From an optimization exercise on the open Yosys and OpenROAD flow, aimed at small area; shortcuts taken in it are not production practice. Function was checked by simulation only, so behaviour that the tests miss may differ from the original.

==> inputs of run P <==
## chen_cordic
module chen_cordic #(
    parameter ROTATE_TYPE = "ROTATE",
    parameter DATABITS = 17,
    parameter ITERATIONS = 16
)(
    input clk,
    input rst_n,
    input Validin,
    input signed [DATABITS-1:0] Xin,
    input signed [DATABITS-1:0] Yin,
    input signed [17:0] Ain,
    output Validout,
    output signed [DATABITS-1:0] Xout,
    output signed [DATABITS-1:0] Yout,
    output signed [17:0] Aout
);
==> flow/config.mk <==
export PLATFORM = sky130hd
export DESIGN_NAME = chen_cordic
export DESIGN_NICKNAME = chen_cordic
export VERILOG_FILES = /design/flow/design.v
export SDC_FILE = /design/flow/constraint.sdc
export NUM_CORES = 4
export LEC_CHECK = 0
export CAP_MARGIN = 20
export CORE_MARGIN = 2
export CORE_UTILIZATION = 40
export SLEW_MARGIN = 20
export SYNTH_HIERARCHICAL = 1
export SYNTH_MINIMUM_KEEP_SIZE = 0
==> flow/constraint.sdc <==
create_clock -name core_clock -period 6.5 [get_ports {clk}]
set_input_delay 1.3000 -clock core_clock [delete_from_list [all_inputs] [get_ports {clk}]]
set_output_delay 1.3000 -clock core_clock [all_outputs]
set_load 0.01 [all_outputs]
run.sh (not shown) runs the stock make flow with config.mk's settings and CLKGATE_MAP_FILE= SYNTH_SCRIPT=/design/flow/synth_recipe.tcl, a recipe that flattens the netlist after the stock synthesis.
==> run X: changes against run P <==
--- a/flow/config.mk
+++ b/flow/config.mk
@@ -9,4 +9,7 @@
 export CORE_MARGIN = 2
 export CORE_UTILIZATION = 40
+export CTS_BUF_LIST = sky130_fd_sc_hd__clkbuf_8
+export CTS_CLUSTER_DIAMETER = 40
+export CTS_CLUSTER_SIZE = 20
 export SLEW_MARGIN = 20
 export SYNTH_HIERARCHICAL = 1
==> notes.md <==
Minimum clock period after layout: run X 6.32 ns; run P 6.33 ns
Number of design-rule violations left by the first detailed-router iteration: run X 510; run P 567
Area of the multi-input gates: run X 20700 um2; run P 20700 um2
Clock tree cell share of total cell area: run X 5.63%; run P 6.61%
Final worst-path cycle share: run X 97.2%; run P 97.3%
Arrival time reported for the critical path endpoint: run X 6.89 ns; run P 6.82 ns
Post-detailed-route wirelength per cell: run X 15.1 um; run P 15.3 um
Global-route usage over all layers: run X 13.6%; run P 13.7%
Non-clock buffering overhead in the final layout: run X 3.67%; run P 3.56%
Fraction of layout instances using a drive strength above 1: run X 11.4%; run P 9.98%
Final setup slack of the worst path: run X 0.181 ns; run P 0.174 ns
Met3 wire length: run X 2.11 mm; run P 1.82 mm
First-pass DRT Iterations: run X 18; run P 19
Result of the run: run X timing/DRC/antenna clean; run P timing/DRC/antenna clean
Min Hold Slack: run X 0.311 ns; run P 0.318 ns
Final core utilization: run X 45.9%; run P 46.4%
Worst slew pin tran: run X 1.02 ns; run P 1.00 ns
Met3 track utilization from global routing: run X 2.58%; run P 2.32%
R2r setup slk: run X 0.18 ns; run P 0.17 ns

* * *

==> job 6111 <==
chen_cordic, a different RTL version from the one above (not shown whole).
Settings: LEC_CHECK=0, CAP_MARGIN=20, CORE_MARGIN=2, CORE_UTILIZATION=70, CTS_BUF_LIST=sky130_fd_sc_hd__clkbuf_8, CTS_CLUSTER_DIAMETER=60, CTS_CLUSTER_SIZE=20, SLEW_MARGIN=20, SYNTH_HIERARCHICAL=1, SYNTH_MINIMUM_KEEP_SIZE=0; clock period 6.5 ns.
standard.sh (not shown) runs the stock make flow with config.mk's settings and CLKGATE_MAP_FILE= SYNTH_SCRIPT=/design/flow/synth_recipe.tcl, a recipe that flattens the netlist after the stock synthesis.
==> flow/flow/run.sh <==
#!/bin/bash
# The standard layout (the standard.sh, all steps), with one change: the buffer that
# placement puts on every input and output port is a plain sky130_fd_sc_hd__buf_1 instead of
# the cell buffer_ports picks by itself (a 10 um2 delay buffer). Every port still gets its buffer.
set -euo pipefail
export BUFFER_PORTS_ARGS="-buffer_cell sky130_fd_sc_hd__buf_1"
bash standard.sh > standard.log 2>&1
==> job 3974: changes against job 6111 <==
--- a/flow/config.mk
+++ b/flow/config.mk
@@ -10,5 +10,5 @@
 export CORE_UTILIZATION = 70
-export CTS_BUF_LIST = sky130_fd_sc_hd__clkbuf_8
-export CTS_CLUSTER_DIAMETER = 60
-export CTS_CLUSTER_SIZE = 20
+export CTS_BUF_LIST = sky130_fd_sc_hd__clkbuf_16
+export CTS_CLUSTER_DIAMETER = 80
+export CTS_CLUSTER_SIZE = 36
 export SLEW_MARGIN = 20
==> comparison table <==
quantity	job 3974	job 6111
Slew headroom	41.9%	46.0%
Met1 Usage GRT	30.0%	29.4%
Outcome	timing/DRC/antenna clean	timing/DRC/antenna clean
Combined buffer and inverter count along the critical path	1	0
Skew-Pair Late Insertion Delay	0.61 ns	0.66 ns
CP Capture Point	r11_n1266_s	r6_n669_s
Worst R2R Path Depth	20	15
Longest individual stage delay on the worst path	0.43 ns	0.57 ns
Final worst-path cycle share	97.9%	97.9%
Number of non-clock buffers	166	164
Final setup slack of the worst path	0.139 ns	0.138 ns
Achievable frequency	157 MHz	157 MHz
Final worst path period need	6.36 ns	6.36 ns
Global-route usage over all layers	24.0%	24.1%

* * *

==> inputs of run a <==
chen_cordic with an RTL version that a note above also has.
// chen_cordic
module chen_cordic #(
    parameter ROTATE_TYPE = "ROTATE",
    parameter DATABITS = 17,
    parameter ITERATIONS = 16
)(
    input clk,
    input rst_n,
    input Validin,
    input signed [DATABITS-1:0] Xin,
    input signed [DATABITS-1:0] Yin,
    input signed [17:0] Ain,
    output Validout,
    output signed [DATABITS-1:0] Xout,
    output signed [DATABITS-1:0] Yout,
    output signed [17:0] Aout
);
    function hi_; input [17:0] v; hi_ = $signed(v) > 18'sd51471; endfunction
    function lo_; input [17:0] v; lo_ = $signed(v) < -18'sd51471; endfunction
    function hp_; input [17:0] v; hp_ = $signed(v) >= 18'sd102943; endfunction
    function [15:0] a1_; input [17:0] v; input hi, lo, p0;
        reg [17:0] c0;
        begin
            c0 = hi ? (p0 ? -18'sd102943-18'sd25736 : -18'sd102943+18'sd25736) : lo ? (18'sd102943-18'sd25736) : v[17] ? 18'sd25736 : -18'sd25736;
            a1_ = v + c0;
        end
    endfunction
    function [10:0] trunc11_; input [11:0] v; trunc11_ = v[10:0]; endfunction
    function [11:0] trunc12_; input [12:0] v; trunc12_ = v[11:0]; endfunction
    function [12:0] trunc13_; input [13:0] v; trunc13_ = v[12:0]; endfunction
  ...
export LEC_CHECK = 0
export CAP_MARGIN = 20
export CORE_MARGIN = 2
export CORE_UTILIZATION = 40
export CTS_BUF_LIST = sky130_fd_sc_hd__clkbuf_8
export CTS_CLUSTER_DIAMETER = 50
export CTS_CLUSTER_SIZE = 16
export SLEW_MARGIN = 20
export SYNTH_HIERARCHICAL = 1
export SYNTH_MINIMUM_KEEP_SIZE = 0
create_clock -name core_clock -period 6.5 [get_ports {clk}]
run.sh (not shown) runs the stock make flow with config.mk's settings and CLKGATE_MAP_FILE= SYNTH_SCRIPT=/design/flow/synth_recipe.tcl, a recipe that flattens the netlist after the stock synthesis.
Stock flow here: none of the scripts above is used.
==> inputs of run b, as changes to run a <==
==> flow/flow/run.sh (new file) <==
#!/bin/bash
# The standard layout (the standard.sh, all steps), with one change: the buffer that
# placement puts on every input and output port is a plain sky130_fd_sc_hd__buf_2 instead of
# the cell buffer_ports picks by itself (a 10 um2 delay buffer). Every port still gets its buffer.
set -euo pipefail
export BUFFER_PORTS_ARGS="-buffer_cell sky130_fd_sc_hd__buf_2"
bash standard.sh > standard.log 2>&1
==> flow/standard.sh (new file) <==
#!/bin/bash
# synth_recipe.tcl (not shown) runs the flow's synth.tcl, then flattens the netlist and writes it again
# the make line also repeats each setting of config.mk as NAME=value (left out here)
make -C /OpenROAD-flow-scripts/flow DESIGN_CONFIG=/design/flow/config.mk WORK_HOME=/design/flow/orfs CLKGATE_MAP_FILE= SYNTH_SCRIPT=/design/flow/synth_recipe.tcl "${@:-finish}"
removed: flow/run.sh
==> notes.md <==
- In first-iteration DRC count, run a and run b hardly differ.
- Synthesized cell count is the same in run a and run b.
- In critical path depth, run a and run b do not differ.
- Die area is the same in run b and run a.
- Of run b and run a, run a has the higher clock skew (gap 0.0067 ns).

[static timing again, ports no longer ideal]
No port has a modelled driver above. Below, the same layouts with a new extraction and two added sets of constraints.
Step 1 (the two cells are an assumption about what drives the block):
set clk [get_ports {clk}]
set_driving_cell -lib_cell sky130_fd_sc_hd__clkbuf_16 $clk
set_driving_cell -lib_cell sky130_fd_sc_hd__buf_2 [delete_from_list [all_inputs] $clk]
Step 2, shift: input delay + t, output delay - t, t = (earliest + latest rising clock arrival at the registers) / 2. This alone moves slack from input paths to output paths.
Slacks: ideal ports / drivers / drivers and shift; pairs: ideal ports / drivers.
run	t, ns	slack for setup (ns)	worst setup path after step 2	worst register clock-pin slew, ns	pins driven straight from the clock port
run P	0.684	0.174 / 0.174 / 0.174	register to register	0.06 / 0.06	1
run X	0.755	0.181 / 0.181 / 0.181	register to register	0.09 / 0.09	1
job 6111	0.696	0.138 / 0.138 / 0.138	register to register	0.12 / 0.12	1
job 3974	0.662	0.139 / 0.139 / 0.139	register to register	0.12 / 0.12	1
run a	0.752	0.170 / 0.170 / 0.170	register to register	0.10 / 0.10	1
run b	0.736	0.156 / 0.156 / 0.156	register to register	0.10 / 0.10	1
After both steps every run listed still meets setup and hold.
